What follows belongs to an exercise in optimizing a design on an open flow for small area; a production flow would make more cautious choices.
At most, simulation tests tie the RTL to the original design; equivalence was not proved.
The RTL of run 5 was laid out without a check of its function.
No activity file was given, so power comes from the tool's default toggle rates.

==> design.v <==
module signal_generator #(parameter DELAY = 2,
						  parameter TIMER_SIZE = 63
						  )(input  clk,
							input  rst,
							output reg out);
   reg [TIMER_SIZE:0] counter;
   always @(posedge clk) begin
	  if (rst) begin
		 counter <= 0;
		 out <= 0;
	  end else begin
		 if (counter == DELAY - 1) begin
			out <= 1;
			counter <= 0;
		 end else begin
			out <= 0;
			counter = counter + 1;
		 end
	  end
   end
endmodule
module switch(input  clk,
			  input  rst,
			  input  trigger,
			  output out);
   reg 				 out_reg;
   assign out = out_reg;
   always @(posedge clk)
	 if (rst)
	   out_reg <= 0;
	 else if (trigger)
	   out_reg <= ~out_reg;
endmodule
module interval_switch #(parameter DELAY = 2,
						 parameter TIMER_SIZE = 63
						  )(input  clk,
							input  rst,
							output out);
   wire 						   trigger;
   switch switch(clk, rst, trigger, out);
   signal_generator #(.DELAY(DELAY)) signal_generator(clk, rst, trigger);
endmodule
module edge_detector #(parameter FALL = 1,
					   parameter RISE = 1
					   )(input clk,
						 input rst,
						 input signal,
						 output reg out);
   reg 								prev_signal;
   always @(posedge clk) begin
	  if (rst) begin
		 out <= 0;
	  end else if (RISE && signal && !prev_signal) begin
		 out <= 1;
	  end else if (FALL && !signal && prev_signal) begin
		 out <= 1;
	  end else begin
		 out <= 0;
	  end
	  prev_signal <= signal;
   end
endmodule
module counter(input             clk,
			   input 			 rst,
			   input 			 increment,
			   input 			 trigger,
			   output reg [63:0] out);
   reg [63:0] 					 counter;
   always @(posedge clk) begin
	  if (rst) begin
		 out <= 0;
		 counter <= 0;
	  end else if (trigger) begin
		 out <= counter;
		 counter <= 0;
	  end else if (increment) begin
		 counter = counter + 1;
	  end
   end
endmodule
module pulse_recognizer (input     [14:0] in,
						 output reg [4:0] out);
   always @(*) begin
	  if      (in < 40)                                             out <= 9;
      else if (in > 60       && in < 72)      out <= 1;
      else if (in > 71       && in < 82)      out <= 2;
      else if (in > 81       && in < 92)      out <= 3;
      else if (in > 91       && in < 102)      out <= 4;
      else if (in > 101  && in < 114) out <= 5;
      else if (in > 113  && in < 124) out <= 6;
      else if (in > 123  && in < 135) out <= 7;
      else if (in > 134  && in < 148) out <= 8;
      else                                                                             out <= 0;
   end
endmodule
module pulse_buffer(input                          clk,
					input 						   rst,
					input 						   next,
					input [14:0] pulse,
					output 						   completed,
					output reg [63:0] 			   out);
   reg [4:0] 					   buffer [15:0];
   reg [7:0] 									   index;
   wire 										   last_index = index == 15;
   wire [4:0] 				   recognized_pulse;
   assign completed = last_index;
   integer 							 i;
   pulse_recognizer pulse_recognizer(pulse, recognized_pulse);
   always @(posedge clk) begin
	  if (rst) begin
		 for (i = 0; i < 16; i++) begin
			buffer[i] <= 0;
		 end
		 index <= 0;
		 out <= 0;
	  end else if (next) begin
		 if (index < 16)
		   buffer[index[3:0]] <= recognized_pulse;
		 index <= index + 1;
	  end else if (last_index) begin
		 for (i = 0; i < 16; i++) begin
			out[4*i+:4] <= buffer[i];
		 end
		 index <= 0;
	  end
   end
endmodule
module serial_transmitter(input       clk,
						  input 	  rst,
						  input 	  transmission_clock, 
						  input 	  send,
						  input [7:0] in_data,
						  output 	  transmission,
						  output 	  out_data);
   reg [7:0] 						  index;
   reg [7:0]						  data_buffer;
   reg 								  sending;
   wire 							  current_bit = data_buffer[index];
   wire 							  last_index = index == 7;
   assign transmission = sending;
   assign out_data = current_bit;
   always @(posedge clk) begin
	  if (rst) begin
		 index <= 0;
		 data_buffer <= 0;
		 sending <= 0;
	  end if (send) begin
		 data_buffer <= in_data;
		 sending <= 1;
		 index <= 0;
	  end else if (last_index && transmission_clock) begin
		 index <= 0;
		 sending <= 0;
	  end else if (sending && transmission_clock) begin
		 index <= index + 1;
	  end
   end
endmodule
module data_transmitter(input        clk,
						input 		 rst,
						input 		 send,
						input [63:0] data,
						output 		 busy,
						output 		 transmission,
						output 		 clock,
						output 		 out_data);
   reg [7:0] 						 data_buffer [7:0];
   reg [7:0] 						 index;
   reg 								 state;
   reg 								 new_byte;
   wire [7:0] 						 current_byte = data_buffer[index];
   wire 							 serial_transmitter_busy;
   wire 							 last_index = index == 7;
   wire 							 serial_clk;
   interval_switch #(.DELAY(10)) transmitter_out_clock_generator(clk, rst, clock);
   signal_generator #(.DELAY(10)) serial_generator(clk, rst, serial_clk);
   assign transmission = serial_transmitter_busy;
   assign busy = state == 1 || serial_transmitter_busy;
   integer 							 i;
   always @(posedge clk) begin
	 if (rst) begin
		 index <= -1;
		 new_byte <= 0;
		 state <= 0;
	 end else if (state == 0 && !busy) begin
		 if (send) begin
			state <= 1;
			for (i = 0; i < 8; i++) begin
		 	   data_buffer[i] <= data[8*i+:8];
			end	
		 end
	 end 
	 else if (state == 1) begin
		if (!new_byte && !last_index && serial_clk && !serial_transmitter_busy) begin
		   new_byte <= 1;
		   index <= index + 1;
		end else if (last_index) begin
		   state <= 0;
		   index <= -1;
		   new_byte <=0;
		end else begin
		   new_byte <= 0;
		end
	 end
   end
   serial_transmitter serial_transmitter(.clk(clk),
										 .rst(rst),
										 .transmission_clock(serial_clk),
										 .send(new_byte),
										 .in_data(current_byte),
										 .transmission(serial_transmitter_busy),
										 .out_data(out_data));   
endmodule
module top(input        clk,
		   input 		rst,  
		   input 		btn1, 
		   input 		vive_sensor,
		   output [2:0] led,
		   output 		transmission,
		   output 		clock,
		   output 		data);
   wire 				edge_detected;
   wire 				transmitter_busy;
   wire 				transmitter_clk;
   wire 				transmitter_data;
   wire 				transmission_active; 				   
   wire [63:0] 			counter_wire;
   wire 				every_us;
   signal_generator #(.DELAY(100)) every_us_generator(clk, rst, every_us);
   counter counter(clk, rst, every_us, edge_detected, counter_wire);
   wire [14:0] pulse_duration = counter_wire[14:0];
   wire 						 buffer_ready_wire;
   wire [63:0] 					 pulse_buffer_wire;
   pulse_buffer pulse_buffer(.clk(clk), .rst(rst),
							 .next(edge_detected),
							 .pulse(pulse_duration),
							 .completed(buffer_ready_wire),
							 .out(pulse_buffer_wire));
   data_transmitter data_transmitter(.clk(clk), .rst(rst),
									 .send(buffer_ready_wire),
									 .data(pulse_buffer_wire),
   									 .busy(transmitter_busy),
   									 .transmission(transmission_active),
   									 .out_data(transmitter_data),
   									 .clock(transmitter_clk));
   assign clock        = transmitter_clk;
   assign data         = transmitter_data;
   assign transmission = transmission_active; 				   
   wire 				every_second_switch;
   interval_switch #(.DELAY(1000000)) every_second_switch_generator(clk, rst, every_second_switch);
   edge_detector edge_detector(clk, rst, vive_sensor, edge_detected);
   assign led[0] = transmitter_busy;  
   assign led[1] = every_second_switch;  
   assign led[2] = rst;   
 endmodule
==> run.sh <==
#!/bin/bash
# synth_recipe.tcl (not shown) runs the flow's synth.tcl, then flattens the netlist and writes it again
# the make line also repeats each setting of config.mk as NAME=value (left out here)
make -C /OpenROAD-flow-scripts/flow DESIGN_CONFIG=/design/flow/config.mk WORK_HOME=/design/flow/orfs CLKGATE_MAP_FILE= SYNTH_SCRIPT=/design/flow/synth_recipe.tcl finish
==> config.mk <==
export PLATFORM = sky130hd
export DESIGN_NAME = top
export DESIGN_NICKNAME = top
export VERILOG_FILES = /design/flow/design.v
export SDC_FILE = /design/flow/constraint.sdc
export NUM_CORES = 4
export LEC_CHECK = 0
export CAP_MARGIN = 20
export CORE_MARGIN = 2
export CORE_UTILIZATION = 40
export PLACE_DENSITY = 0.6
export SLEW_MARGIN = 20
==> constraint.sdc <==
create_clock -name core_clock -period 10.0 [get_ports {clk}]
set_input_delay 2.0000 -clock core_clock [delete_from_list [all_inputs] [get_ports {clk}]]
set_output_delay 2.0000 -clock core_clock [all_outputs]
set_load 0.01 [all_outputs]
==> results of run 1 <==
## metrics by stage
step                std cells  area, µm²
global placement         3145      23470
global route             3249      25330
floorplan                2477      22750
finish                   3249      25330
detailed placement       3145      23470
CTS                      3248      25310
## final cells by class
type,instances,area [µm²],area share [%]
clock buffers,83,1664,6.571
multi-input cells,1795,10360,40.89
inverters,50,187.7,0.7411
well taps,756,945.9,3.735
clock inverters,20,178.9,0.7065
repair buffers,24,201.4,0.7954
flip-flops and latches,521,11790,46.56
## kinds of logic after synthesis
logic type | Yosys count | share of synthesized area (%)
buf+inv | 161 | 2.881
simple gates | 1203 | 27.03
compound gates | 400 | 10.27
flops | 521 | 51.82
xor+xnor | 146 | 5.620
mux | 28 | 1.391
fa+ha+maj | 18 | 0.9898
## report_power, final
group / total, mW / switching (mW) / internal, mW
Sequential: 2.18 / 0.00931 / 2.17
Combinational: 0.0644 / 0.0483 / 0.0161
Clock: 2.03 / 0.850 / 1.18
## cells in the final DEF (no fill, tap or decap), types with 6 or more instances in the layout
cell type,synthesis,final
sky130_fd_sc_hd__clkbuf_8,2,14
sky130_fd_sc_hd__or4_1,58,58
sky130_fd_sc_hd__xnor2_1,69,69
sky130_fd_sc_hd__and4_1,22,22
sky130_fd_sc_hd__or3_1,83,83
sky130_fd_sc_hd__o21ai_0,88,88
sky130_fd_sc_hd__a222oi_1,8,8
sky130_fd_sc_hd__and2_1,16,16
sky130_fd_sc_hd__o31ai_1,49,48
sky130_fd_sc_hd__nand3_1,123,123
sky130_fd_sc_hd__clkdlybuf4s50_1,0,7
sky130_fd_sc_hd__or2_2,14,14
sky130_fd_sc_hd__nor3_1,39,38
sky130_fd_sc_hd__mux2_2,9,9
sky130_fd_sc_hd__nor2b_1,6,6
sky130_fd_sc_hd__a221o_1,14,14
sky130_fd_sc_hd__nor2_1,287,286
sky130_fd_sc_hd__buf_4,3,16
sky130_fd_sc_hd__xor2_1,77,77
sky130_fd_sc_hd__edfxtp_1,136,136
sky130_fd_sc_hd__nor4_1,101,100
sky130_fd_sc_hd__clkinv_2,0,10
sky130_fd_sc_hd__clkbuf_16,0,57
sky130_fd_sc_hd__inv_1,48,48
sky130_fd_sc_hd__ha_1,18,18
sky130_fd_sc_hd__mux2i_1,17,17
sky130_fd_sc_hd__nand3b_1,6,6
sky130_fd_sc_hd__nand2_1,272,272
sky130_fd_sc_hd__a21oi_1,212,212
sky130_fd_sc_hd__dfxtp_1,385,385
sky130_fd_sc_hd__clkbuf_1,97,12
sky130_fd_sc_hd__nand4_1,117,117
sky130_fd_sc_hd__and3_1,29,29
## layer usage
metal  GRT usage, %  vias to the layer above  part of all wire, %
li1               -                     9013                    -
met1          22.51                     8609                   47
met3          2.880                       74                  4.3
met5              0                        -                    0
met4          4.375                        0                  1.8
met2          27.99                      308                   47
## worst max path at each step
stage | start | to | slack, ps | depth (start not counted)
global route | rst | led[2] | 4840 | 2
finish | rst | led[2] | 4910 | 2
global placement | rst | led[2] | 4890 | 2
CTS | rst | led[2] | 4890 | 2
detailed placement | rst | led[2] | 4900 | 2
floorplan | rst | data_transmitter.data_buffer[0][0] | 2670 | 3
==> summary.txt, run 1 <==
Outcome
  • Status: timing/DRC/antenna clean

Clocking
  • Root Buffer Master: sky130_fd_sc_hd__clkbuf_16
  • Clock latency reported for the late side of the worst-skew pair: 610 ps
  • Cts bufs inserted: 55
  • Clock tree buffer depth: 3
  • CTS tree: yes
  • Clock-pin transition on the worst setup and hold timing paths: 60 ps
  • Number of setup buffers added after CTS: 0
  • CTS H-tree depth: 2
  • Hold buffer count at CTS: 0
  • CTS sink cnt: around 520
  • Post-CTS sizing: 0

Worst setup path
  • Slowest Stage Delay on Critical Path: roughly 650 ps
  • CP arrival: 3090 ps
  • Startpoint of the worst-slack reg-to-reg timing path: data_transmitter.serial_generator.counter[3]
  • Cells along the critical path: buf_4 -> clkdlybuf4s50_1
  • Biggest fanout along the worst timing path: 44
  • Highest-delay cell along the critical path: sky130_fd_sc_hd__clkdlybuf4s50_1
  • R2R Path End: data_transmitter.serial_generator.counter[57]
  • Worst R2R Setup Slack: 6810 ps
  • Cell family with most CP delay: buffers and inverters
  • Cells on worst reg2reg path: 6
  • Startpoint types: primary input
  • Crit. End Element: output pin
  • Data required time of the critical path: approximately 8000 ps
  • Critical path buffers and inverters: 2
  • Setup Crit Path Kind: in -> out

Logic synthesis
  • Synth Instances: 2477
  • Syn avg cell area: around 9.2 µm²
  • Async set-or-reset flop fraction in the synthesized netlist: 0%
  • Net count after synthesis: 2499
  • Most frequent cells after synthesis: sky130_fd_sc_hd__dfxtp_1, sky130_fd_sc_hd__nor2_1, sky130_fd_sc_hd__nand2_1
  • Yosys top cell area share: about a third
  • Number of synthesized register bits: between 500 and 600
  • Dominant cell type by area after synthesis: sky130_fd_sc_hd__dfxtp_1
  • Largest cells by area after synthesis: sky130_fd_sc_hd__dfxtp_1, sky130_fd_sc_hd__edfxtp_1, sky130_fd_sc_hd__nor2_1
  • Post-synth EDFFs: between 100 and 150
  • Post-synth top flop: sky130_fd_sc_hd__dfxtp_1
  • Most frequent cell after synthesis: sky130_fd_sc_hd__dfxtp_1
  • Number of warnings issued by yosys: 11
  • Number of distinct library cells after synthesis: 71
  • Summed instance area of the synthesized netlist: 22750 µm²
  • Sequential fraction of the synthesis area: 51.82%

GRT
  • Number of antenna violations at the first check in global routing: 0
  • Tot GR Track Use: 16.78%
  • Via count of the first global-routing pass: between 15000 and 20000
  • Overall overflow remaining after global route: 0
  • Maximum number of pins on one net before global-route repair: 66
  • Wire length of the first global-routing pass: 84.08 mm

Final layout
  • Layout overhead on the synthesized area: 11.30%
  • Post-layout utilization of the core: 45.00%
  • Fill cell total of the finished layout: between 5000 and 6000
  • Layout cells sized above 1: ~6.3%
  • Antenna diode count: 0
  • Number of nets in the final layout: 2469

Die
  • DIE AREA: 58810 µm²
  • I/O pin count: 10
  • Initial cell density of the core: 40.43%
  • Number of placement rows: 87
  • Die width: about 240 µm
  • Die H: roughly 240 µm
  • Area of the placeable core: 56280 µm²

Route
  • Drt wl/cell: 15.46 µm
  • Final wirelength: 50.24 mm
  • Count of nets left with antenna violations after detail routing: 0
  • Via count: 18004
  • Initial DRT Pass Iterations: 5
  • Vias/cell: 5.541
  • Starting DRT DRC Count: 1083
  • Remaining design rule violation count: 0

Timing
  • Tmin final: 5086 ps
  • RSZ-0062 raised after global routing: no
  • Hold slack: 421.9 ps
  • Number of failing setup endpoints in the final timing report: 0
  • Relative max-transition margin: between 30% and 40%
  • Fin. Hold Viols: 0
  • Final period util: 50.86%
  • Maximum clock rate: 196.6 MHz
  • Slew Viols, Final: 0
  • Setup total negative slack: 0 ps
  • Worst-Margin Slew: 1008 ps
  • Final setup slack of the worst path: 4914 ps
  • Final Skew: 21.78 ps

Pwr
  • VDD IR-drop max: 0.0001331 V
  • Power Dens Cells: 168.9 nW/µm²
  • Total leakage power: between 7 and 8 nW
  • Total Power: around 4.3 mW

Hold path
  • Origin of the worst min-delay path: pulse_buffer.out[3]
  • Hold depth: 0
  • Capture endpoint of the worst hold path: data_transmitter.data_buffer[0][3]
  • Class of the worst hold path: reg -> reg

Place
  • Worst slack after detailed placement: roughly 5000 ps
  • Port Buf Inserts: 8
  • Routability Congestion: 0.8154
  • Detailed Place HPWL: 32.61 mm

Flow run
  • Reported max-cap violation count: 0
==> inputs of run 2 (changes only) <==
==> design.v (replaced) <==
module top(input        clk,
           input        rst,
           input        btn1,
           input        vive_sensor,
           output [2:0] led,
           output       transmission,
           output       clock,
           output       data);
   reg [3:0]  c10;
   reg        tick;
   reg        clk_out;
   reg [3:0]  c100;
   reg [13:0] cs;
   reg        blink;
   wire c10_end = c10 == 4'd9;
   wire us_tick = tick & (c100 == 4'd9);
   wire s_tick  = us_tick & (cs == 14'd9999);
   always @(posedge clk) begin
      if (rst) begin
         c10 <= 0; tick <= 0; clk_out <= 0; c100 <= 0; cs <= 0; blink <= 0;
      end else begin
         c10  <= c10_end ? 4'd0 : c10 + 4'd1;
         tick <= c10_end;
         if (tick) begin
            clk_out <= ~clk_out;
            c100    <= (c100 == 4'd9) ? 4'd0 : c100 + 4'd1;
         end
         if (us_tick) cs <= (cs == 14'd9999) ? 14'd0 : cs + 14'd1;
         if (s_tick) blink <= ~blink;
      end
   end
   reg prev_sensor, edge_r;
   always @(posedge clk) begin
      prev_sensor <= vive_sensor;
      edge_r      <= !rst && (vive_sensor ^ prev_sensor);
   end
   reg [14:0] cnt;
   reg [3:0]  cls;
   function [3:0] classify(input [14:0] d);
      if      (d < 40)             classify = 4'd9;
      else if (d > 60  && d < 72)  classify = 4'd1;
      else if (d > 71  && d < 82)  classify = 4'd2;
      else if (d > 81  && d < 92)  classify = 4'd3;
      else if (d > 91  && d < 102) classify = 4'd4;
      else if (d > 101 && d < 114) classify = 4'd5;
      else if (d > 113 && d < 124) classify = 4'd6;
      else if (d > 123 && d < 135) classify = 4'd7;
      else if (d > 134 && d < 148) classify = 4'd8;
      else                         classify = 4'd0;
   endfunction
   always @(posedge clk) begin
      if (rst) begin
         cnt <= 0; cls <= 4'd9;
      end else if (edge_r) begin
         cls <= classify(cnt);
         cnt <= 0;
      end else if (us_tick) begin
         cnt <= cnt + 15'd1;
      end
   end
   reg [7:0]  index;
   reg [63:0] pbuf;
   reg [63:0] frame;
   reg        frame_zero;
   wire       complete = index == 8'd15;
   always @(posedge clk) begin
      if (rst) begin
         index <= 0; pbuf[63:60] <= 0; frame_zero <= 1;
      end else if (edge_r) begin
         if (index[7:4] == 0) pbuf[index[3:0]*4 +: 4] <= cls;
         index <= index + 8'd1;
      end else if (complete) begin
         frame <= pbuf; frame_zero <= 0; index <= 0;
      end
   end
   reg        state;      
   reg        nb;         
   reg [2:0]  p;          
   reg        sending;
   reg [2:0]  sidx;
   reg [63:0] txbuf;
   reg        tx_zero;
   reg        hold;
   wire dbit = state && p == 3'd7 ? hold : (txbuf[{p, sidx}] & !tx_zero);
   always @(posedge clk) begin
      if (rst) begin
         state <= 0; nb <= 0; p <= 3'd7; sending <= 0; sidx <= 0; tx_zero <= 1;
      end else begin
         nb <= state & tick & !sending;
         if (!state && !sending && complete) begin
            state   <= 1;
            txbuf   <= frame;
            tx_zero <= frame_zero;
            hold    <= dbit;
         end
         if (nb) begin
            p       <= p + 3'd1;
            sending <= 1;
            if (p == 3'd6) state <= 0;
         end else if (tick && sending) begin
            sidx    <= sidx + 3'd1;
            sending <= sidx != 3'd7;
         end
      end
   end
   assign data         = dbit;
   assign transmission = sending;
   assign clock        = clk_out;
   assign led[0]       = state | sending;
   assign led[1]       = blink;
   assign led[2]       = rst;
endmodule
==> run 2 against run 1 <==
  * Sequential power decreased by 47%
  * Global-route usage shrank 3.2 points
  * Clock skew down 9.5 ps
  * Critical path type is now reg -> out
  * Largest cell class unchanged
  * Highest routed layer unchanged
==> summary.txt, run 2 <==
GRT
  • Number of antenna violations at the first check in global routing: 0 (unchanged)
  • Via count of the first global-routing pass: 5407 (was 16879)
  • Overall overflow remaining after global route: 0 (unchanged)
  • Tot GR Track Use: 13.59% (was 16.78%)
  • Wire length of the first global-routing pass: 29.18 mm (was 84.08 mm)
  • Maximum number of pins on one net before global-route repair: 65 (was 66)

Outcome
  • Status: timing/DRC/antenna clean (unchanged)

Pwr
  • VDD IR-drop max: 0.0001250 V (was 0.0001331 V)
  • Total leakage power: 3.868 nW (was 7.970 nW)
  • Power Dens Cells: 186.0 nW/µm² (was 168.9 nW/µm²)

Timing
  • Relative max-transition margin: 39.38% (was 32.18%)
  • Fin. Hold Viols: 0 (unchanged)
  • Number of failing setup endpoints in the final timing report: 0 (unchanged)
  • Final period util: 51.65% (was 50.86%)
  • RSZ-0062 raised after global routing: no (unchanged)
  • Tmin final: 5165 ps (was 5086 ps)
  • Slew Viols, Final: 0 (unchanged)
  • Worst-Margin Slew: 908.0 ps (was 1008 ps)
  • Final Skew: 12.24 ps (was 21.78 ps)
  • Setup total negative slack: 0 ps (unchanged)
  • Maximum clock rate: 193.6 MHz (was 196.6 MHz)
  • Final setup slack of the worst path: 4835 ps (was 4914 ps)

Logic synthesis
  • Number of synthesized register bits: 258 (was 521)
  • Summed instance area of the synthesized netlist: 10410 µm² (was 22750 µm²)
  • Post-synth EDFFs: 189 (was 136)
  • Synth Instances: 746 (was 2477)
  • Syn avg cell area: 13.95 µm² (was 9.186 µm²)
  • Async set-or-reset flop fraction in the synthesized netlist: 0% (unchanged)
  • Number of warnings issued by yosys: 1 (was 11)
  • Sequential fraction of the synthesis area: 67.81% (was 51.82%)
  • Number of distinct library cells after synthesis: 55 (was 71)
  • Post-synth top flop: sky130_fd_sc_hd__edfxtp_1 (was sky130_fd_sc_hd__dfxtp_1)
  • Most frequent cell after synthesis: sky130_fd_sc_hd__edfxtp_1 (was sky130_fd_sc_hd__dfxtp_1)
  • Largest cells by area after synthesis: sky130_fd_sc_hd__edfxtp_1, sky130_fd_sc_hd__dfxtp_1, sky130_fd_sc_hd__mux2_2 (was sky130_fd_sc_hd__dfxtp_1, sky130_fd_sc_hd__edfxtp_1, sky130_fd_sc_hd__nor2_1)
  • Net count after synthesis: 763 (was 2499)
  • Dominant cell type by area after synthesis: sky130_fd_sc_hd__edfxtp_1 (was sky130_fd_sc_hd__dfxtp_1)
  • Yosys top cell area share: 54.54% (was 33.87%)
  • Most frequent cells after synthesis: sky130_fd_sc_hd__edfxtp_1, sky130_fd_sc_hd__nor2_1, sky130_fd_sc_hd__dfxtp_1 (was sky130_fd_sc_hd__dfxtp_1, sky130_fd_sc_hd__nor2_1, sky130_fd_sc_hd__nand2_1)

Route
  • Drt wl/cell: 16.34 µm (was 15.46 µm)
  • Vias/cell: 5.160 (was 5.541)
  • Initial DRT Pass Iterations: 4 (was 5)
  • Count of nets left with antenna violations after detail routing: 0 (unchanged)
  • Via count: 5717 (was 18004)
  • Final wirelength: 18.11 mm (was 50.24 mm)
  • Starting DRT DRC Count: 396 (was 1083)
  • Remaining design rule violation count: 0 (unchanged)

Hold path
  • Hold depth: 0 (unchanged)
  • Capture endpoint of the worst hold path: txbuf[5] (was data_transmitter.data_buffer[0][3])
  • Class of the worst hold path: reg -> reg (unchanged)
  • Origin of the worst min-delay path: frame[5] (was pulse_buffer.out[3])

Final layout
  • Layout cells sized above 1: 16.30% (was 6.338%)
  • Commonest cells after routing, fill and taps aside: sky130_fd_sc_hd__edfxtp_1, sky130_fd_sc_hd__nor2_1, sky130_fd_sc_hd__dfxtp_1 (was sky130_fd_sc_hd__dfxtp_1, sky130_fd_sc_hd__nor2_1, sky130_fd_sc_hd__nand2_1)
  • Post-route cell area: 11670 µm² (was 25330 µm²)
  • Number of nets in the final layout: 770 (was 2469)
  • Commonest non-fill, non-tap cell in the layout: sky130_fd_sc_hd__edfxtp_1 (was sky130_fd_sc_hd__dfxtp_1)
  • Registers with the most flip-flops: frame (64), pbuf (64), txbuf (64)
  • Antenna diode count: 0 (unchanged)
  • Layout overhead on the synthesized area: 12.17% (was 11.30%)

Worst setup path
  • R2R Path End: frame[10] (was data_transmitter.serial_generator.counter[57])
  • Biggest fanout along the worst timing path: 19 (was 44)
  • CP arrival: 3160 ps (was 3090 ps)
  • Data required time of the critical path: 8000 ps (about the same)
  • Crit. End Element: output pin (unchanged)
  • Setup Crit Path Kind: reg -> out (was in -> out)
  • Startpoint of the worst-slack reg-to-reg timing path: index[4] (was data_transmitter.serial_generator.counter[3])
  • Worst R2R Setup Slack: 7300 ps (was 6810 ps)
  • Startpoint types: register (was primary input)
  • Cells on worst reg2reg path: 4 (was 6)

Clocking
  • CTS sink cnt: 258 (was 521)
  • Clock tree buffer depth: 3 (unchanged)
  • Clock-pin transition on the worst setup and hold timing paths: 60 ps (about the same)
  • CTS H-tree depth: 1 (was 2)
  • Number of setup buffers added after CTS: 0 (unchanged)
  • Hold buffer count at CTS: 0 (unchanged)
  • Cts bufs inserted: 26 (was 55)
  • CTS tree: yes (unchanged)
  • Post-CTS sizing: 0 (unchanged)
  • Root Buffer Master: sky130_fd_sc_hd__clkbuf_16 (unchanged)
  • Clock latency reported for the late side of the worst-skew pair: 520 ps (was 610 ps)

Die
  • Area of the placeable core: 25760 µm² (was 56280 µm²)
  • Die H: 165.3 µm (was 242.5 µm)
  • DIE AREA: 27320 µm² (was 58810 µm²)
  • I/O pin count: 10 (unchanged)
  • Die width: 165.3 µm (was 242.5 µm)
  • Number of placement rows: 59 (was 87)
  • Initial cell density of the core: 40.39% (was 40.43%)

Place
  • Post-place instance area: 10820 µm² (was 23470 µm²)
  • Routability Congestion: 0.7518 (was 0.8154)
  • Worst slack after detailed placement: 4994 ps (was 4899 ps)
  • Port Buf Inserts: 8 (unchanged)
  • Detailed Place HPWL: 10.84 mm (was 32.61 mm)

Flow run
  • Reported max-cap violation count: 0 (unchanged)
run 2: changes by cell type after synthesis, moves of 79 or more:
| cell | delta |
|---|---|
| sky130_fd_sc_hd__dfxtp_1 | -316 |
| sky130_fd_sc_hd__nand2_1 | -223 |
| sky130_fd_sc_hd__a21oi_1 | -189 |
| sky130_fd_sc_hd__or3_1 | -79 |
| sky130_fd_sc_hd__nand3_1 | -107 |
| sky130_fd_sc_hd__nor4_1 | -92 |
| sky130_fd_sc_hd__nor2_1 | -215 |
| sky130_fd_sc_hd__nand4_1 | -106 |
run 2: critical path, stage by stage (launching register included):
cell and delay (ps):
sky130_fd_sc_hd__dfxtp_1 310, sky130_fd_sc_hd__buf_4 330, sky130_fd_sc_hd__mux4_2 540, sky130_fd_sc_hd__nor2b_1 140, sky130_fd_sc_hd__a211oi_1 280, sky130_fd_sc_hd__a21oi_1 90
sky130_fd_sc_hd__a21oi_1 320, sky130_fd_sc_hd__o21ai_1 120, sky130_fd_sc_hd__clkdlybuf4s50_1 490
run 2: per-layer routing:
layer / routed length [µm] / global-route usage, %
met1: 8361 / 18.53
met4: 403 / 3.997
met3: 763 / 2.098
met2: 8577 / 22.59
met5: 0 / 0
run 2: stage by stage:
| stage | hold slack [ps] | std cells | power [mW] | util [%] |
|---|---|---|---|---|
| global placement | 400.6 | 1060 | 1.222 | 41.98 |
| global route | 420.4 | 1108 | 2.248 | 45.31 |
| floorplan | 400.3 | 746 | 1.211 | - |
| CTS | 417.2 | 1108 | 2.198 | 45.31 |
| detailed placement | 404.5 | 1060 | 1.224 | 41.98 |
| finish | 416.6 | 1108 | 2.171 | 45.31 |
run 2: where the power goes:
part	internal (mW)	switching [mW]	total (mW)
sequential	1.15	0.00900	1.16
combinational	0.0149	0.0239	0.0387
clock	0.571	0.401	0.971
total	1.74	0.433	2.17
run 2: cells by family (layout without fill, tap and decap cells):
family          count (synthesis)  count (layout)  share of synthesized area (%)
xor+xnor                       37              37                          3.114
simple gates                  233             233                          11.12
buf+inv                        49              76                          1.972
mux                            78              78                          9.799
fa+ha+maj                      13              13                          1.563
flops                         258             258                          67.81
compound gates                 78              78                          4.617
run 2: final cells by class:
| class | instances | area (µm²) |
|---|---|---|
| fill | 2288 | 14090 |
| sequential | 258 | 7057 |
| multi-input combinational | 439 | 3158 |
| clock buffer | 30 | 686.9 |
| tap | 335 | 419.2 |
| clock inverter | 18 | 170.2 |
| timing repair buffer | 15 | 132.6 |
| inverter | 13 | 48.80 |
run 2: worst max-delay path by stage:
stage | to | from | depth (start not counted) | slack (ps)
2_1_floorplan | hold | rst | 2 | 2770
3_3_place_gp | led[2] | rst | 2 | 5000
3_5_place_dp | led[2] | rst | 2 | 4990
4_1_cts | data | sidx[0] | 8 | 4780
5_1_grt | data | sidx[0] | 8 | 4630
6_report | data | sidx[0] | 8 | 4840
==> inputs of run 3 (changes only) <==
--- a/design.v
+++ b/design.v
@@ -59,19 +59,45 @@
       end
    end
+   function [6:0] pack(input [3:0] a, input [3:0] b);
+      pack = {b[2], (b[3] & !a[3]) ? a[2] : b[1], b[0],
+              !a[3] & (b[3] | a[2]), a[3] ? b[3] : a[1], a[0]};
+      pack[6] = a[3] | b[3];
+   endfunction
+   function [7:0] unpack(input [6:0] c);
+      reg bsmall;
+      begin
+         bsmall = !c[6] | (!c[2] & !c[1]);
+         unpack = {c[6] & (c[2] | c[1]), c[5] & bsmall, c[4] & bsmall, c[3],
+                   c[6] & !c[2], c[2] & (!c[6] | c[4]), c[1] & (!c[6] | c[2]), c[0]};
+      end
+   endfunction
    reg [7:0]  index;
-   reg [63:0] pbuf;
-   reg [63:0] frame;
+   reg [3:0]  even_slot;
+   reg [48:0] pairs;      
+   reg [3:0]  slot15;
+   reg [55:0] frame;      
    reg        frame_zero;
    wire       complete = index == 8'd15;
    always @(posedge clk) begin
       if (rst) begin
-         index <= 0; pbuf[63:60] <= 0; frame_zero <= 1;
+         index <= 0; frame_zero <= 1;
       end else if (edge_r) begin
-         if (index[7:4] == 0) pbuf[index[3:0]*4 +: 4] <= cls;
          index <= index + 8'd1;
       end else if (complete) begin
-         frame <= pbuf; frame_zero <= 0; index <= 0;
+         frame <= {pack(even_slot, slot15), pairs}; frame_zero <= 0; index <= 0;
       end
    end
+   always @(posedge clk)
+     if (edge_r && index[7:4] == 0 && !index[0]) even_slot <= cls;
+   always @(posedge clk)
+     if (rst) slot15 <= 0;
+     else if (edge_r && index == 8'd15) slot15 <= cls;
+   genvar gi;
+   generate
+      for (gi = 0; gi < 7; gi = gi + 1) begin : pair
+         always @(posedge clk)
+           if (edge_r && index == 2*gi+1) pairs[gi*7 +: 7] <= pack(even_slot, cls);
+      end
+   endgenerate
    reg        state;      
    reg        nb;         
@@ -79,8 +105,9 @@
    reg        sending;
    reg [2:0]  sidx;
-   reg [63:0] txbuf;
+   reg [55:0] txbuf;
    reg        tx_zero;
    reg        hold;
-   wire dbit = state && p == 3'd7 ? hold : (txbuf[{p, sidx}] & !tx_zero);
+   wire [7:0] cur_byte = unpack(txbuf[p*7 +: 7]);
+   wire dbit = state && p == 3'd7 ? hold : (cur_byte[sidx] & !tx_zero);
    always @(posedge clk) begin
       if (rst) begin
--- a/config.mk
+++ b/config.mk
@@ -9,4 +9,5 @@
 export CORE_MARGIN = 2
 export CORE_UTILIZATION = 40
+export CTS_BUF_LIST = sky130_fd_sc_hd__clkbuf_4
 export PLACE_DENSITY = 0.6
 export SLEW_MARGIN = 20
==> run 3 against run 2 <==
  * Sequential cell count shrank 23
  * Register-to-register slack lost 100 ps
  * Largest power group unchanged
  * Final area shrank 13%
  * Global-route usage is essentially flat
  * Sequential share of layout area grew 2.4 points
  * Critical path type is now in -> out
  * Still clean on timing, DRC and antenna
  * Non-clock buffer count shrank 1
  * Critical endpoint is now led[2]
  * Wire length shrank 14%
  * Clock power shrank 23%
==> summary.txt, run 3 <==
Logic synthesis
  • Summed instance area of the synthesized netlist: 9045 µm² (was 10410 µm²)
  • Post-synth EDFFs: 166 (was 189)
  • Async set-or-reset flop fraction in the synthesized netlist: 0% (unchanged)
  • Number of distinct library cells after synthesis: 61 (was 55)
  • Number of synthesized register bits: 235 (was 258)
  • Post-synth top flop: sky130_fd_sc_hd__edfxtp_1 (unchanged)
  • Dominant cell type by area after synthesis: sky130_fd_sc_hd__edfxtp_1 (unchanged)
  • Sequential fraction of the synthesis area: 70.38% (was 67.81%)
  • Yosys top cell area share: 55.11% (was 54.54%)
  • Net count after synthesis: 662 (was 763)
  • Most frequent cell after synthesis: sky130_fd_sc_hd__edfxtp_1 (unchanged)
  • Number of warnings issued by yosys: 1 (unchanged)
  • Syn avg cell area: 14.00 µm² (was 13.95 µm²)
  • Most frequent cells after synthesis: sky130_fd_sc_hd__edfxtp_1, sky130_fd_sc_hd__nor2_1, sky130_fd_sc_hd__dfxtp_1 (unchanged)
  • Largest cells by area after synthesis: sky130_fd_sc_hd__edfxtp_1, sky130_fd_sc_hd__dfxtp_1, sky130_fd_sc_hd__nor2_1 (was sky130_fd_sc_hd__edfxtp_1, sky130_fd_sc_hd__dfxtp_1, sky130_fd_sc_hd__mux2_2)
  • Synth Instances: 646 (was 746)

Pwr
  • VDD IR-drop max: 0.00006620 V (was 0.0001250 V)
  • Total leakage power: 3.444 nW (was 3.868 nW)
  • Power Dens Cells: 178.3 nW/µm² (was 186.0 nW/µm²)
  • Total Power: 1.805 mW (was 2.171 mW)

Worst setup path
  • Startpoint types: primary input (was register)
  • Slowest Stage Delay on Critical Path: 630 ps (was 540 ps)
  • Critical path buffers and inverters: 3 (was 2)
  • Critical path depth: 3 (was 8)
  • Biggest fanout along the worst timing path: 44 (was 19)
  • Cell occurring most often along the worst timing path: sky130_fd_sc_hd__clkdlybuf4s50_1 (was sky130_fd_sc_hd__a21oi_1)
  • CP arrival: 3500 ps (was 3160 ps)
  • Data required time of the critical path: 8000 ps (about the same)
  • Highest-delay cell along the critical path: sky130_fd_sc_hd__clkdlybuf4s50_1 (was sky130_fd_sc_hd__mux4_2)
  • Cell family with most CP delay: buffers and inverters (unchanged)
  • Crit. End Element: output pin (unchanged)
  • Cells along the critical path: clkdlybuf4s50_1 -> buf_4 -> clkdlybuf4s50_1 (was buf_4 -> mux4_2 -> nor2b_1 -> a211oi_1 -> a21oi_1 -> a21oi_1 -> o21ai_1 -> clkdlybuf4s50_1)
  • Setup Crit Path Kind: in -> out (was reg -> out)
  • Cells on worst reg2reg path: 4 (unchanged)
  • Worst R2R Setup Slack: 7200 ps (was 7300 ps)

Clocking
  • Clock tree buffer depth: 3 (unchanged)
  • Root Buffer Master: sky130_fd_sc_hd__clkbuf_4 (was sky130_fd_sc_hd__clkbuf_16)
  • Cts bufs inserted: 59 (was 26)
  • Hold buffer count at CTS: 0 (unchanged)
  • Number of setup buffers added after CTS: 0 (unchanged)
  • Post-CTS sizing: 0 (unchanged)
  • Clock latency reported for the late side of the worst-skew pair: 660 ps (was 520 ps)
  • Clock-pin transition on the worst setup and hold timing paths: 60 ps (about the same)
  • CTS tree: yes (unchanged)
  • CTS sink cnt: 235 (was 258)
  • CTS H-tree depth: 2 (was 1)

Route
  • Vias/cell: 5.088 (was 5.160)
  • Final wirelength: 15.56 mm (was 18.11 mm)
  • Remaining design rule violation count: 0 (unchanged)
  • Count of nets left with antenna violations after detail routing: 0 (unchanged)
  • Drt wl/cell: 15.27 µm (was 16.34 µm)
  • Via count: 5185 (was 5717)
  • Starting DRT DRC Count: 313 (was 396)
  • Initial DRT Pass Iterations: 4 (unchanged)

Place
  • Routability Congestion: 0.8510 (was 0.7518)
  • Port Buf Inserts: 8 (unchanged)
  • Detailed Place HPWL: 9.820 mm (was 10.84 mm)
  • Post-place instance area: 9413 µm² (was 10820 µm²)

Hold path
  • Class of the worst hold path: reg -> reg (unchanged)
  • Hold depth: 0 (unchanged)

Timing
  • Slew Viols, Final: 0 (unchanged)
  • RSZ-0062 raised after global routing: no (unchanged)
  • Hold slack: 396.2 ps (was 416.6 ps)
  • Setup total negative slack: 0 ps (unchanged)
  • Fin. Hold Viols: 0 (unchanged)
  • Relative max-transition margin: 34.75% (was 39.38%)
  • Number of failing setup endpoints in the final timing report: 0 (unchanged)
  • Final period util: 55.02% (was 51.65%)
  • Worst-Margin Slew: 975.2 ps (was 908.0 ps)
  • Final Skew: 47.83 ps (was 12.24 ps)
  • Maximum clock rate: 181.7 MHz (was 193.6 MHz)
  • Tmin final: 5502 ps (was 5165 ps)

Die
  • DIE AREA: 23830 µm² (was 27320 µm²)
  • Die width: 154.4 µm (was 165.3 µm)
  • Number of placement rows: 55 (was 59)
  • Initial cell density of the core: 40.32% (was 40.39%)
  • Area of the placeable core: 22430 µm² (was 25760 µm²)
  • Die H: 154.4 µm (was 165.3 µm)
  • I/O pin count: 10 (unchanged)

Final layout
  • Layout overhead on the synthesized area: 11.97% (was 12.17%)
  • Commonest non-fill, non-tap cell in the layout: sky130_fd_sc_hd__edfxtp_1 (unchanged)
  • Post-layout utilization of the core: 45.14% (was 45.31%)
  • Commonest cells after routing, fill and taps aside: sky130_fd_sc_hd__edfxtp_1, sky130_fd_sc_hd__clkbuf_4, sky130_fd_sc_hd__nor2_1 (was sky130_fd_sc_hd__edfxtp_1, sky130_fd_sc_hd__nor2_1, sky130_fd_sc_hd__dfxtp_1)
  • Registers with the most flip-flops: frame (56), txbuf (56), pairs (49) (was frame (64), pbuf (64), txbuf (64))
  • Number of nets in the final layout: 709 (was 770)
  • Layout cells sized above 1: 17.60% (was 16.30%)
  • Post-route cell area: 10130 µm² (was 11670 µm²)

GRT
  • Via count of the first global-routing pass: 5352 (was 5407)
  • Wire length of the first global-routing pass: 25.83 mm (was 29.18 mm)
  • Tot GR Track Use: 13.59% (about the same)
  • Overall overflow remaining after global route: 0 (unchanged)
  • Number of antenna violations at the first check in global routing: 1 (was 0)
  • Maximum number of pins on one net before global-route repair: 58 (was 65)

Flow run
  • Reported max-cap violation count: 0 (unchanged)

Outcome
  • Status: timing/DRC/antenna clean (unchanged)
## run 3: changes by cell type after synthesis, sizes merged, moves of 4 or more
| cell | delta |
|---|---|
| nand3 | +7 |
| inv | -7 |
| o21ai | -10 |
| nand2 | -13 |
| clkbuf | -8 |
| mux2 | -43 |
| and3 | -6 |
| edfxtp | -23 |
| nor2 | +11 |
| mux4 | -4 |
## run 3: worst register-to-register path: stages, from the launching register on
cell and delay [ps]:
sky130_fd_sc_hd__dfxtp_1 340, sky130_fd_sc_hd__nor4_1 540, sky130_fd_sc_hd__nand4_1 560, sky130_fd_sc_hd__nor3_2 300, sky130_fd_sc_hd__buf_4 600
## run 3: cell type report
type	instances	area, µm²
Antenna cell	1	2.502
Inverter	7	26.28
Tap cell	285	356.6
Fill cell	1994	12310
Timing Repair Buffer	14	125.1
Sequential cell	235	6366
Clock buffer	87	653.1
Clock inverter	14	58.81
Multi-Input combinational cell	376	2539
## run 3: through the flow
stage                     cells  worst slack [ps]
final                      1019              4498
after global routing       1019              4408
after CTS                  1018              4485
after detailed placement    917              4484
after global placement      917              4495
after floorplan             646              3353
## run 3: metal layers
metal	global-route usage, %	vias up	wire length [µm]
met3	3.586	31	839
li1	-	2512	-
met1	16.09	2523	6561
met5	0	-	0
met2	23.43	119	7827
met4	5.996	0	333
## run 3: kinds of logic (layout without fill, tap and decap cells)
family          Yosys count  after routing  synth area share, %
simple gates            224            224                12.27
other cells               0              1                    0
xor+xnor                 36             36                3.486
fa+ha+maj                12             12                1.660
mux                      33             33                5.229
flops                   235            235                70.38
buf+inv                  35            122                1.743
compound gates           71             71                5.229
## run 3: worst paths after layout
kind	from	end
hold / removal	pairs[18]	frame[18]
setup / recovery	rst	led[2]
setup reg to reg	index[4]	txbuf[2]
hold reg to reg	pairs[18]	frame[18]
## run 3: power breakdown
group	internal [mW]	switching, mW	total (mW)	leakage (nW)
Combinational	0.00653	0.0127	0.0193	0.992
Clock	0.395	0.351	0.746	0.425
Sequential	1.04	0.00484	1.04	2.03
==> inputs of run 4 (changes only) <==
--- a/config.mk
+++ b/config.mk
@@ -9,5 +9,4 @@
 export CORE_MARGIN = 2
 export CORE_UTILIZATION = 40
-export CTS_BUF_LIST = sky130_fd_sc_hd__clkbuf_4
 export PLACE_DENSITY = 0.6
 export SLEW_MARGIN = 20
==> run 4 against run 3 <==
  * Non-clock buffer count unchanged
  * Maximum frequency shrank 0.13%
  * Sequential share of layout area grew 0.17 points
  * Still clean
  * Cell count shrank 5.9%
  * Core utilization down 0.12 points
  * Clock power grew 5.5%
  * Via count is 4.3% lower
  * Synthesized cell count unchanged
  * Global-route usage fell by 0.41 points
  * Synthesized area unchanged
==> summary.txt, run 4 <==
Outcome
  • Status: timing/DRC/antenna clean (unchanged)

Timing
  • Final Skew: 25.19 ps (was 47.83 ps)
  • Maximum clock rate: 181.5 MHz (was 181.7 MHz)
  • Tmin final: 5509 ps (was 5502 ps)
  • Fin. Hold Viols: 0 (unchanged)
  • Worst-Margin Slew: 929.1 ps (was 975.2 ps)
  • Final setup slack of the worst path: 4491 ps (was 4498 ps)
  • Setup total negative slack: 0 ps (unchanged)
  • Hold slack: 407.2 ps (was 396.2 ps)
  • Relative max-transition margin: 37.83% (was 34.75%)
  • Final period util: 55.09% (was 55.02%)
  • Slew Viols, Final: 0 (unchanged)
  • Number of failing setup endpoints in the final timing report: 0 (unchanged)
  • RSZ-0062 raised after global routing: no (unchanged)

GRT
  • Via count of the first global-routing pass: 5008 (was 5352)
  • Maximum number of pins on one net before global-route repair: 58 (unchanged)
  • Overall overflow remaining after global route: 0 (unchanged)
  • Wire length of the first global-routing pass: 25.27 mm (was 25.83 mm)
  • Number of antenna violations at the first check in global routing: 0 (was 1)
  • Tot GR Track Use: 13.18% (was 13.59%)

Worst setup path
  • R2R Path End: txbuf[29] (was txbuf[2])
  • Crit. End Element: output pin (unchanged)
  • Highest-delay cell along the critical path: sky130_fd_sc_hd__clkdlybuf4s50_1 (unchanged)
  • Worst R2R Setup Slack: 7230 ps (was 7200 ps)
  • Slowest Stage Delay on Critical Path: 630 ps (about the same)
  • Startpoint of the worst-slack reg-to-reg timing path: index[4] (unchanged)
  • Biggest fanout along the worst timing path: 44 (unchanged)
  • Worst setup startpoint: rst (unchanged)
  • Startpoint types: primary input (unchanged)
  • Data required time of the critical path: 8000 ps (about the same)
  • Cells along the critical path: clkdlybuf4s50_1 -> buf_4 -> clkdlybuf4s50_1 (unchanged)
  • Capture point of the critical path: led[2] (unchanged)
  • Cell occurring most often along the worst timing path: sky130_fd_sc_hd__clkdlybuf4s50_1 (unchanged)
  • Cells on worst reg2reg path: 4 (unchanged)
  • Setup Crit Path Kind: in -> out (unchanged)
  • CP arrival: 3510 ps (was 3500 ps)

Die
  • Initial cell density of the core: 40.32% (unchanged)
  • Die width: 154.4 µm (unchanged)
  • Number of placement rows: 55 (unchanged)
  • DIE AREA: 23830 µm² (unchanged)
  • Area of the placeable core: 22430 µm² (unchanged)
  • Die H: 154.4 µm (unchanged)
  • I/O pin count: 10 (unchanged)

Hold path
  • Class of the worst hold path: reg -> reg (unchanged)

Final layout
  • Layout cells sized above 1: 10.24% (was 17.60%)
  • Layout overhead on the synthesized area: 11.66% (was 11.97%)
  • Commonest non-fill, non-tap cell in the layout: sky130_fd_sc_hd__edfxtp_1 (unchanged)
  • Antenna diode count: 0 (was 1)
  • Commonest cells after routing, fill and taps aside: sky130_fd_sc_hd__edfxtp_1, sky130_fd_sc_hd__nor2_1, sky130_fd_sc_hd__dfxtp_1 (was sky130_fd_sc_hd__edfxtp_1, sky130_fd_sc_hd__clkbuf_4, sky130_fd_sc_hd__nor2_1)
  • Number of nets in the final layout: 673 (was 709)
  • Registers with the most flip-flops: frame (56), txbuf (56), pairs (49) (unchanged)

Clocking
  • Post-CTS sizing: 0 (unchanged)
  • Number of setup buffers added after CTS: 0 (unchanged)
  • Clock-pin transition on the worst setup and hold timing paths: 60 ps (about the same)
  • Clock tree buffer depth: 3 (unchanged)
  • CTS tree: yes (unchanged)
  • Hold buffer count at CTS: 0 (unchanged)
  • Clock latency reported for the late side of the worst-skew pair: 510 ps (was 660 ps)
  • Root Buffer Master: sky130_fd_sc_hd__clkbuf_16 (was sky130_fd_sc_hd__clkbuf_4)
  • CTS H-tree depth: 1 (was 2)
  • CTS sink cnt: 235 (unchanged)
  • Cts bufs inserted: 23 (was 59)

Logic synthesis
  • Async set-or-reset flop fraction in the synthesized netlist: 0% (unchanged)
  • Number of synthesized register bits: 235 (unchanged)
  • Post-synth EDFFs: 166 (unchanged)
  • Yosys top cell area share: 55.11% (unchanged)
  • Net count after synthesis: 662 (unchanged)
  • Summed instance area of the synthesized netlist: 9045 µm² (unchanged)
  • Dominant cell type by area after synthesis: sky130_fd_sc_hd__edfxtp_1 (unchanged)
  • Syn avg cell area: 14.00 µm² (unchanged)
  • Number of distinct library cells after synthesis: 61 (unchanged)
  • Post-synth top flop: sky130_fd_sc_hd__edfxtp_1 (unchanged)
  • Largest cells by area after synthesis: sky130_fd_sc_hd__edfxtp_1, sky130_fd_sc_hd__dfxtp_1, sky130_fd_sc_hd__nor2_1 (unchanged)
  • Synth Instances: 646 (unchanged)
  • Sequential fraction of the synthesis area: 70.38% (unchanged)
  • Most frequent cells after synthesis: sky130_fd_sc_hd__edfxtp_1, sky130_fd_sc_hd__nor2_1, sky130_fd_sc_hd__dfxtp_1 (unchanged)
  • Number of warnings issued by yosys: 1 (unchanged)
  • Most frequent cell after synthesis: sky130_fd_sc_hd__edfxtp_1 (unchanged)

Pwr
  • VDD IR-drop max: 0.0001054 V (was 0.00006620 V)
  • Cell-internal power: 1.494 mW (was 1.436 mW)
  • Power Dens Cells: 182.8 nW/µm² (was 178.3 nW/µm²)
  • Total leakage power: 3.348 nW (was 3.444 nW)
  • Net switching power figure: 0.3521 mW (was 0.3689 mW)
  • Total Power: 1.846 mW (was 1.805 mW)
  • Comb power frac: 1.0% (was 1.1%)
  • Sequential power share: 56.3% (was 57.6%)
  • Switching Share: 19.07% (was 20.43%)
  • Clock power share: 42.6% (was 41.3%)

Route
  • Drt wl/cell: 15.83 µm (was 15.27 µm)
  • Via count: 4962 (was 5185)
  • Final wirelength: 15.18 mm (was 15.56 mm)
  • Count of nets left with antenna violations after detail routing: 0 (unchanged)
  • Vias/cell: 5.174 (was 5.088)
  • Remaining design rule violation count: 0 (unchanged)
  • Starting DRT DRC Count: 324 (was 313)
  • Initial DRT Pass Iterations: 4 (unchanged)

Place
  • Worst slack after detailed placement: 4484 ps (unchanged)
  • Detailed Place HPWL: 9.820 mm (unchanged)
  • Routability Congestion: 0.8510 (unchanged)
  • Port Buf Inserts: 8 (unchanged)

Flow run
  • Reported max-cap violation count: 0 (unchanged)
run 4: cell counts after synthesis:
No cell type changed its count.
run 4: critical path: cells and delay by family:
family                 cells  cell delay (ps)
buffers and inverters      3             1490
run 4: worst min-delay path by stage:
| stage | start | endpoint | slack (ps) | cells after the start |
|---|---|---|---|---|
| 2_1_floorplan | pairs[0] | frame[0] | 400 | 0 |
| 3_3_place_gp | frame[5] | txbuf[5] | 400 | 0 |
| 3_5_place_dp | pairs[17] | frame[17] | 400 | 0 |
| 4_1_cts | frame[39] | txbuf[39] | 410 | 0 |
| 5_1_grt | pairs[32] | frame[32] | 420 | 0 |
| 6_report | frame[39] | txbuf[39] | 410 | 0 |
run 4: final cells by class:
cell class,instances,area (µm²)
clock inverter,10,77.57
fill,1972,12330
inverter,7,26.28
timing repair buffer,14,125.1
sequential,235,6366
tap,285,356.6
multi-input combinational,376,2539
clock buffer,32,609.3
run 4: power by group through the flow:
stage          registers [mW]  logic [mW]  clock network [mW]
5_1_grt                  1.04      0.0218               0.854
6_report                 1.04      0.0191               0.787
3_5_place_dp             1.06      0.0196                   0
3_3_place_gp             1.06      0.0184                   0
2_1_floorplan            1.06      0.0145                   0
4_1_cts                  1.04      0.0196               0.809
run 4: cells by family (layout without fill, tap and decap cells):
group	count (synthesis)	count (layout)	share of synthesized area (%)
flip-flops	235	235	70.38
AND/OR/NAND/NOR	224	224	12.27
AO/OA/AOI/OAI	71	71	5.229
XOR/XNOR	36	36	3.486
buffers and inverters	35	63	1.743
multiplexers	33	33	5.229
adder cells (fa/ha/maj)	12	12	1.660
run 4: stage by stage:
stage,area [µm²],utilization (%),instances
after floorplan,9045,-,646
after global placement,9413,41.96,917
after detailed placement,9413,41.96,917
after CTS,10100,45.02,959
after global routing,10100,45.02,959
final,10100,45.02,959
run 4: per-layer routing:
layer  track usage [%]  wire (µm)
met1             16.75       6579
met2             23.23       7705
met3             2.073        611
met4             4.233        282
met5                 0          0
==> inputs of run 5 (changes only) <==
--- a/design.v
+++ b/design.v
@@ -11,12 +11,14 @@
    reg        clk_out;
    reg [3:0]  c100;
-   reg [13:0] cs;
+   reg [13:0] cs;      
    reg        blink;
    wire c10_end = c10 == 4'd9;
    wire us_tick = tick & (c100 == 4'd9);
-   wire s_tick  = us_tick & (cs == 14'd9999);
+   localparam [13:0] CS_SEED = 14'd15416, CS_LAST = 14'd256;
+   wire cs_last = cs == CS_LAST;
+   wire s_tick  = us_tick & cs_last;
    always @(posedge clk) begin
       if (rst) begin
-         c10 <= 0; tick <= 0; clk_out <= 0; c100 <= 0; cs <= 0; blink <= 0;
+         c10 <= 0; tick <= 0; clk_out <= 0; c100 <= 0; cs <= CS_SEED; blink <= 0;
       end else begin
          c10  <= c10_end ? 4'd0 : c10 + 4'd1;
@@ -26,5 +28,5 @@
             c100    <= (c100 == 4'd9) ? 4'd0 : c100 + 4'd1;
          end
-         if (us_tick) cs <= (cs == 14'd9999) ? 14'd0 : cs + 14'd1;
+         if (us_tick) cs <= cs_last ? CS_SEED : {cs[12:0], cs[13] ^ cs[12]};
          if (s_tick) blink <= ~blink;
       end
@@ -89,15 +91,11 @@
    end
    always @(posedge clk)
-     if (edge_r && index[7:4] == 0 && !index[0]) even_slot <= cls;
+     if (edge_r) even_slot <= cls;
    always @(posedge clk)
      if (rst) slot15 <= 0;
      else if (edge_r && index == 8'd15) slot15 <= cls;
-   genvar gi;
-   generate
-      for (gi = 0; gi < 7; gi = gi + 1) begin : pair
-         always @(posedge clk)
-           if (edge_r && index == 2*gi+1) pairs[gi*7 +: 7] <= pack(even_slot, cls);
-      end
-   endgenerate
+   always @(posedge clk)
+     if (edge_r && index[7:4] == 0 && index[0] && index[3:1] != 3'd7)
+       pairs <= {pack(even_slot, cls), pairs[48:7]};
    reg        state;      
    reg        nb;         
--- a/config.mk
+++ b/config.mk
@@ -9,4 +9,7 @@
 export CORE_MARGIN = 2
 export CORE_UTILIZATION = 40
+export CTS_BUF_LIST = sky130_fd_sc_hd__clkbuf_8
+export CTS_CLUSTER_DIAMETER = 60
+export CTS_CLUSTER_SIZE = 20
 export PLACE_DENSITY = 0.6
 export SLEW_MARGIN = 20
==> run 5 against run 4 <==
  * Still clean
  * Core utilization shrank 1.3 points
  * Synthesized cell count shrank 3.4%
  * Sequential share of layout area grew 3.6 points
  * Synthesized area shrank 1.9%
  * Critical path type is now reg -> out
  * Critical endpoint is now data
  * Largest power group unchanged
==> summary.txt, run 5 <==
Clocking
  • CTS tree: yes (unchanged)
  • Post-CTS sizing: 0 (unchanged)
  • Number of setup buffers added after CTS: 0 (unchanged)
  • Root Buffer Master: sky130_fd_sc_hd__clkbuf_8 (was sky130_fd_sc_hd__clkbuf_16)
  • CTS H-tree depth: 1 (unchanged)
  • Clock tree buffer depth: 3 (unchanged)
  • Cts bufs inserted: 17 (was 23)
  • CTS sink cnt: 235 (unchanged)
  • Hold buffer count at CTS: 0 (unchanged)
  • Clock latency reported for the late side of the worst-skew pair: 530 ps (was 510 ps)
  • Clock-pin transition on the worst setup and hold timing paths: 120 ps (was 60 ps)

GRT
  • Number of antenna violations at the first check in global routing: 0 (unchanged)
  • Tot GR Track Use: 12.36% (was 13.18%)
  • Overall overflow remaining after global route: 0 (unchanged)
  • Via count of the first global-routing pass: 4751 (was 5008)
  • Wire length of the first global-routing pass: 23.85 mm (was 25.27 mm)
  • Maximum number of pins on one net before global-route repair: 58 (unchanged)

Logic synthesis
  • Async set-or-reset flop fraction in the synthesized netlist: 0% (unchanged)
  • Most frequent cells after synthesis: sky130_fd_sc_hd__edfxtp_1, sky130_fd_sc_hd__dfxtp_1, sky130_fd_sc_hd__nor2_1 (was sky130_fd_sc_hd__edfxtp_1, sky130_fd_sc_hd__nor2_1, sky130_fd_sc_hd__dfxtp_1)
  • Net count after synthesis: 639 (was 662)
  • Yosys top cell area share: 56.19% (was 55.11%)
  • Sequential fraction of the synthesis area: 71.76% (was 70.38%)
  • Number of synthesized register bits: 235 (unchanged)
  • Most frequent cell after synthesis: sky130_fd_sc_hd__edfxtp_1 (unchanged)
  • Largest cells by area after synthesis: sky130_fd_sc_hd__edfxtp_1, sky130_fd_sc_hd__dfxtp_1, sky130_fd_sc_hd__nor2_1 (unchanged)
  • Post-synth top flop: sky130_fd_sc_hd__edfxtp_1 (unchanged)
  • Number of warnings issued by yosys: 1 (unchanged)
  • Syn avg cell area: 14.22 µm² (was 14.00 µm²)
  • Synth Instances: 624 (was 646)
  • Summed instance area of the synthesized netlist: 8871 µm² (was 9045 µm²)
  • Dominant cell type by area after synthesis: sky130_fd_sc_hd__edfxtp_1 (unchanged)
  • Post-synth EDFFs: 166 (unchanged)
  • Number of distinct library cells after synthesis: 60 (was 61)

Timing
  • Fin. Hold Viols: 0 (unchanged)
  • Hold slack: 416.2 ps (was 407.2 ps)
  • Worst-Margin Slew: 799.7 ps (was 929.1 ps)
  • Number of failing setup endpoints in the final timing report: 0 (unchanged)
  • RSZ-0062 raised after global routing: no (unchanged)
  • Tmin final: 5606 ps (was 5509 ps)
  • Final period util: 56.06% (was 55.09%)
  • Final Skew: 35.67 ps (was 25.19 ps)
  • Slew Viols, Final: 0 (unchanged)
  • Relative max-transition margin: 46.66% (was 37.83%)
  • Final setup slack of the worst path: 4394 ps (was 4491 ps)
  • Maximum clock rate: 178.4 MHz (was 181.5 MHz)
  • Setup total negative slack: 0 ps (unchanged)

Route
  • Vias/cell: 5.133 (was 5.174)
  • Remaining design rule violation count: 0 (unchanged)
  • Via count: 4722 (was 4962)
  • Count of nets left with antenna violations after detail routing: 0 (unchanged)
  • Initial DRT Pass Iterations: 4 (unchanged)
  • Starting DRT DRC Count: 299 (was 324)
  • Final wirelength: 14.45 mm (was 15.18 mm)
  • Drt wl/cell: 15.71 µm (was 15.83 µm)

Worst setup path
  • CP arrival: 3610 ps (was 3510 ps)
  • Biggest fanout along the worst timing path: 14 (was 44)
  • Crit. End Element: output pin (unchanged)
  • Data required time of the critical path: 8000 ps (about the same)
  • Setup Crit Path Kind: reg -> out (was in -> out)
  • Startpoint types: register (was primary input)

Die
  • Number of placement rows: 54 (was 55)
  • I/O pin count: 10 (unchanged)
  • Die H: 152.9 µm (was 154.4 µm)
  • DIE AREA: 23380 µm² (was 23830 µm²)
  • Die width: 152.9 µm (was 154.4 µm)
  • Initial cell density of the core: 40.65% (was 40.32%)
  • Area of the placeable core: 21820 µm² (was 22430 µm²)

Final layout
  • Layout cells sized above 1: 8.281% (was 10.24%)
  • Post-route cell area: 9550 µm² (was 10100 µm²)
  • Layout overhead on the synthesized area: 7.659% (was 11.66%)
  • Antenna diode count: 0 (unchanged)
  • Commonest cells after routing, fill and taps aside: sky130_fd_sc_hd__edfxtp_1, sky130_fd_sc_hd__dfxtp_1, sky130_fd_sc_hd__nor2_1 (was sky130_fd_sc_hd__edfxtp_1, sky130_fd_sc_hd__nor2_1, sky130_fd_sc_hd__dfxtp_1)
  • Post-layout utilization of the core: 43.76% (was 45.02%)
  • Registers with the most flip-flops: frame (56), txbuf (56), pairs (49) (unchanged)
  • Number of nets in the final layout: 644 (was 673)
  • Commonest non-fill, non-tap cell in the layout: sky130_fd_sc_hd__edfxtp_1 (unchanged)
  • Fill cell total of the finished layout: 1944 (was 1972)
  • Number of standard cells in the final layout excluding fillers: 920 (was 959)

Pwr
  • Total leakage power: 3.299 nW (was 3.348 nW)
  • Clock power share: 31.4% (was 42.6%)
  • Power Dens Cells: 162.3 nW/µm² (was 182.8 nW/µm²)
  • Switching Share: 21.02% (was 19.07%)
  • Net switching power figure: 0.3259 mW (was 0.3521 mW)
  • VDD IR-drop max: 0.00007311 V (was 0.0001054 V)
  • Cell-internal power: 1.225 mW (was 1.494 mW)
  • Comb power frac: 1.2% (was 1.0%)
  • Total Power: 1.550 mW (was 1.846 mW)
  • Sequential power share: 67.4% (was 56.3%)

Place
  • Routability Congestion: 0.8034 (was 0.8510)
  • Port Buf Inserts: 8 (unchanged)
  • Worst slack after detailed placement: 4872 ps (was 4484 ps)
  • Detailed Place HPWL: 8.949 mm (was 9.820 mm)
  • Post-place instance area: 9218 µm² (was 9413 µm²)
  • DP Cell Count: 890 (was 917)

Hold path
  • Class of the worst hold path: reg -> reg (unchanged)

Flow run
  • Reported max-cap violation count: 0 (unchanged)

Outcome
  • Status: timing/DRC/antenna clean (unchanged)
## run 5: changes by cell type after synthesis, moves of 6 or more
cell                      before  now
sky130_fd_sc_hd__nand2_1      36   44
sky130_fd_sc_hd__xor2_1       21   14
sky130_fd_sc_hd__o21ai_0      15    9
sky130_fd_sc_hd__mux4_2       10    3
sky130_fd_sc_hd__nor2_1       83   59
sky130_fd_sc_hd__a21oi_1      20   26
sky130_fd_sc_hd__inv_1         5   14
## run 5: final timing paths
path                                  end      start  cells past startpoint  slack, ps
worst max register to register       hold       p[0]                      6       7250
worst min-delay path            txbuf[54]  frame[54]                      0        420
worst min register to register  txbuf[54]  frame[54]                      0        420
worst max-delay path                 data       p[0]                      6       4390
## run 5: final cells by class
cell class | instances | area (µm²) | share of cell area [%]
Clock buffer | 18 | 247.7 | 2.594
Clock inverter | 12 | 85.08 | 0.8909
Inverter | 14 | 52.55 | 0.5502
Multi-Input combinational cell | 348 | 2331 | 24.41
Sequential cell | 235 | 6366 | 66.66
Tap cell | 280 | 350.3 | 3.668
Timing Repair Buffer | 13 | 117.6 | 1.231
## run 5: cell families (layout without fill, tap and decap cells)
group	after synthesis	in the layout	share of synthesized area, %
and+or+nand+nor	202	202	11.34
buffers and inverters	41	57	2.116
xor gates and xnor gates	27	27	2.666
AOI/OAI and AO/OA	79	79	6.107
muxes	29	29	4.457
DFF	235	235	71.76
adders and majority gates	11	11	1.551
## run 5: metal layers
metal  track usage (%)  vias to the layer above  part of all wire [%]
met1             16.59                     2331                    46
met2             20.84                       65                    49
met4             2.866                        0                   2.0
met3             2.523                       20                   3.5
li1                  -                     2306                     -
met5                 0                        -                     0
## run 5: power groups by stage
stage	clock, mW	sequential [mW]	combinational, mW
finish	0.487	1.05	0.0182
global route	0.546	1.05	0.0212
CTS	0.508	1.05	0.0188
detailed placement	0	1.07	0.0187
global placement	0	1.07	0.0177
floorplan	0	1.06	0.0141
## run 5: worst max-delay path, stage by stage, from the launching register on
cell and delay, ps:
sky130_fd_sc_hd__dfxtp_1 850, sky130_fd_sc_hd__mux4_1 640, sky130_fd_sc_hd__mux2_2 340, sky130_fd_sc_hd__a211oi_1 220
sky130_fd_sc_hd__a311oi_1 90, sky130_fd_sc_hd__nor4_2 330, sky130_fd_sc_hd__clkdlybuf4s50_1 600

[afterwards: timing with drivers on the ports]
The results above use ideal ports. As a check the final layouts listed here were re-extracted and re-timed, cells and wires unchanged.
Step 1 sets driving cells, clkbuf_16 on the clock port and buf_2 on the other inputs (assumed; they add their load-dependent delay and slew).
Step 2 times the ports against the registers' clock, not the clock port: input delays grow and output delays shrink by t, the midpoint of the rising clock arrivals with the driver on.
Three values: ideal, step 1, step 2; two values: the first two.
| run | t, ns | setup slack, ns | worst setup path at the end | slew at the worst register clock pin (ns) | cell pins on the clock port's net |
|---|---|---|---|---|---|
| run 1 | 0.665 | 4.914 / 4.892 / 4.892 | input to output | 0.07 / 0.07 | 1 |
| run 2 | 0.564 | 4.835 / 4.789 / 4.975 | input to output | 0.07 / 0.07 | 1 |
| run 3 | 0.680 | 4.498 / 4.474 / 4.474 | input to output | 0.07 / 0.07 | 1 |
| run 4 | 0.536 | 4.491 / 4.466 / 4.466 | input to output | 0.06 / 0.06 | 1 |
| run 5 | 0.545 | 4.394 / 4.357 / 4.902 | register to output | 0.12 / 0.12 | 1 |
After both steps every run listed still meets setup and hold. For run 4, which loses most, drivers alone change the setup slack by -0.025 ns; drivers and shift together by -0.025 ns.
